Background: an optimization exercise with open tools, aiming at small area and a short achievable clock period. Do not read the settings as production practice.
Power and IR drop assume default switching activity.

Setup of run A:
==> flow/design.v (excerpt) <==
module operator (
    input logic rst,
    input logic clk,
    input logic [31:0] reg_addr,
    input logic [31:0] reg_wr_data,
    input logic reg_wr,
    input logic [31:0] a,
    input logic [31:0] b,
    input logic [31:0] c,
    output logic [63:0] z
);
Size in the first run: ~150 flip-flops, roughly 230 I/O pins.
==> module calculate, before the edit <==
module calculate (
    input logic rst,
    input logic clk,
    input logic [31:0] a,
    input logic [31:0] b,
    input logic [31:0] c,
    input logic neg_b,
    input logic neg_c,
    output logic [63:0] z
);
    localparam int W = 38;
    logic [31:0] bx, cx;
    logic [31:0] s0, cy0;
    logic [W-1:0] ra, rb;
    logic [W-1:0] p1, g1;
    logic nb1;
    logic [W-1:0] sum2;
    logic [W-1:0] x2n;
    logic [W-1:0] z3;
    logic rst1, rst2;
    assign bx = b ^ {32{neg_b}};
    assign cx = c ^ {32{neg_c}};
    assign s0  = a ^ bx ^ cx;
    assign cy0 = (a & bx) | (a & cx) | (bx & cx);
    assign ra = {{(W-32){neg_b ^ neg_c}}, s0};
    assign rb = {{(W-33){neg_b & neg_c}}, cy0, neg_c};
    always_ff @(posedge clk)
    begin
        p1 <= ra ^ rb;
        g1 <= {ra[W-1:1] & rb[W-1:1], (ra[0] & rb[0]) | (ra[0] & neg_b) | (rb[0] & neg_b)};
        nb1 <= neg_b;
    end
    prefix_carry #(.W(W)) iadd(.p(p1), .g(g1), .cin(nb1), .s(sum2));
    always_ff @(posedge clk)
    begin
        x2n <= ~sum2;
        rst1 <= rst;
        rst2 <= rst1;
        if (rst | rst1 | rst2)
            z3 <= '0;
        else
            z3 <= ~x2n;
    end
    always_comb
    begin
        z[W-1:0] = z3;
        for (int i = W; i < 64; i++)
            z[i] = z3[34 + (i % (W-34))];
    end
endmodule
==> module prefix_carry, before the edit <==
module prefix_carry #(
    parameter int W = 38
) (
    input logic [W-1:0] p,
    input logic [W-1:0] g,
    input logic cin,
    output logic [W-1:0] s
);
    localparam int L = $clog2(W);
    for (genvar l = 0; l <= L; l++) begin : level
        logic [W-1:0] gg;
        logic [W-1:0] tt;
        if (l == 0) begin : first
            assign gg = g;
            assign tt = p;
        end
        else begin : next
            localparam int D = 1 << (l - 1);
            assign gg = {level[l-1].gg[W-1:D] | (level[l-1].tt[W-1:D] & level[l-1].gg[W-1-D:0]),
                         level[l-1].gg[D-1:0]};
            assign tt = {level[l-1].tt[W-1:D] & level[l-1].tt[W-1-D:0], level[l-1].tt[D-1:0]};
        end
    end
    assign s = p ^ {level[L].gg[W-2:0], cin};
endmodule
clock: 6.0 ns
lec_check: 0
abc_clock_period_in_ps: 1000
cap_margin: 20
core_margin: 2
core_utilization: 60
cts_buf_list: sky130_fd_sc_hd__clkbuf_4 sky130_fd_sc_hd__clkbuf_8
cts_cluster_diameter: 60
cts_cluster_size: 30
setup_slack_margin: 3.6
slew_margin: 20
standard.sh (not shown) runs the stock make flow with config.mk's settings and CLKGATE_MAP_FILE= SYNTH_SCRIPT=/design/flow/synth_recipe.tcl, a recipe that flattens the netlist after the stock synthesis.
==> flow/flow/run.sh <==
#!/bin/bash
# Standard ORFS layout, except that the port buffers are small plain buffers
# (buffer_ports otherwise picks a large delay cell for every port).
set -euo pipefail
W=$(pwd)
bash standard.sh synth > "$W/make_synth.log" 2>&1
export BUFFER_PORTS_ARGS="-buffer_cell sky130_fd_sc_hd__buf_1"
bash standard.sh > "$W/make_layout.log" 2>&1
What run B does differently from run A at the input level:
--- a/flow/design.v
+++ b/flow/design.v
@@ -40,13 +40,18 @@
     output logic [63:0] z
 );
     localparam int W = 38;
+    localparam int K = 17;
     logic [31:0] bx, cx;
     logic [31:0] s0, cy0;
     logic [W-1:0] ra, rb;
     logic [W-1:0] p1, g1;
     logic nb1;
-    logic [W-1:0] sum2;
+    logic [K-1:0] lo2;
+    logic lo2_c;
+    logic [W-K-1:0] hi2;
     logic [W-1:0] x2n;
+    logic x2n_c;
+    logic [W-K-1:0] hi3;
     logic [W-1:0] z3;
     logic rst1, rst2;
     assign bx = b ^ {32{neg_b}};
@@ -61,16 +66,22 @@
         g1 <= {ra[W-1:1] & rb[W-1:1], (ra[0] & rb[0]) | (ra[0] & neg_b) | (rb[0] & neg_b)};
         nb1 <= neg_b;
     end
-    prefix_carry #(.W(W)) iadd(.p(p1), .g(g1), .cin(nb1), .s(sum2));
+    prefix_carry #(.W(K)) ilo(.p(p1[K-1:0]), .g(g1[K-1:0]), .cin(nb1), .s(lo2), .cout(lo2_c));
+    prefix_carry #(.W(W-K)) ihi(.p(p1[W-1:K]), .g(g1[W-1:K]), .cin(1'b0), .s(hi2), .cout());
     always_ff @(posedge clk)
     begin
-        x2n <= ~sum2;
+        x2n <= ~{hi2, lo2};
+        x2n_c <= ~lo2_c;
         rst1 <= rst;
         rst2 <= rst1;
+    end
+    incrementer #(.W(W-K)) iinc(.x(~x2n[W-1:K]), .cin(~x2n_c), .s(hi3));
+    always_ff @(posedge clk)
+    begin
         if (rst | rst1 | rst2)
             z3 <= '0;
         else
-            z3 <= ~x2n;
+            z3 <= {hi3, ~x2n[K-1:0]};
     end
     always_comb
     begin
@@ -85,7 +96,8 @@
     input logic [W-1:0] p,
     input logic [W-1:0] g,
     input logic cin,
-    output logic [W-1:0] s
+    output logic [W-1:0] s,
+    output logic cout
 );
     localparam int L = $clog2(W);
     for (genvar l = 0; l <= L; l++) begin : level
@@ -103,6 +115,27 @@
         end
     end
     assign s = p ^ {level[L].gg[W-2:0], cin};
+    assign cout = level[L].gg[W-1];
+endmodule
+module incrementer #(
+    parameter int W = 21
+) (
+    input logic [W-1:0] x,
+    input logic cin,
+    output logic [W-1:0] s
+);
+    localparam int L = $clog2(W);
+    for (genvar l = 0; l <= L; l++) begin : level
+        logic [W-1:0] tt;
+        if (l == 0) begin : first
+            assign tt = x;
+        end
+        else begin : next
+            localparam int D = 1 << (l - 1);
+            assign tt = {level[l-1].tt[W-1:D] & level[l-1].tt[W-1-D:0], level[l-1].tt[D-1:0]};
+        end
+    end
+    assign s = x ^ ({level[L].tt[W-2:0], 1'b1} & {W{cin}});
 endmodule
 module operator (
     input logic rst,
Notes after the runs:
Run B reached the final stage; the timing, DRC and antenna checks on its layout passed.
Between run B and run A, the clock skew does not differ in any meaningful way.
Row final period demand of the worst path: run B lower / run A higher
Diff run A -> run B | number of combinational gates with multiple inputs | increase of 1.0%
Run B vs run A: placed instance area up slightly
The higher area of the die of run B and run A is in run B.
Delta (run B minus run A): clock group total power up about 6.5%, logic depth of the worst path, buffers included shows a reduction of 3, sequential element share of the synthesized area comparable.
Via count delta (run A -> run B): insignificant
Share of synthesized cell area in full adder, half adder and majority cells: run B higher than run A
Summary of run B over run A: cell area went up, vias per cell flat.
No run of this note included a check of the RTL's function; only the layout flow was run.

-- re-timing with driven ports --
The flow's constraints put no driver on any port. The routed layouts listed below were extracted and timed again, unchanged, in two steps.
Step 1 (the two cells are an assumption about what drives the block):
set clk [get_ports {clk}]
set_driving_cell -lib_cell sky130_fd_sc_hd__clkbuf_16 $clk
set_driving_cell -lib_cell sky130_fd_sc_hd__buf_2 [delete_from_list [all_inputs] $clk]
Step 2 also shifts input and output timing later by t, the mid clock arrival at the registers, as if the neighbouring blocks saw the same clock.
Slacks: no drivers / after step 1 / after step 2; pairs: no drivers / after step 1.
run | shift t [ns] | setup slack, ns | worst slew at a driven data input, ns
run A | 0.469 | 3.664 / 3.664 / 3.408 | 0.07
run B | 0.457 | 3.744 / 3.721 / 3.432 | 0.05
After both steps setup and hold are still met in every run listed. For run B, which loses most, drivers alone change the setup slack by -0.023 ns; drivers and shift together by -0.312 ns.
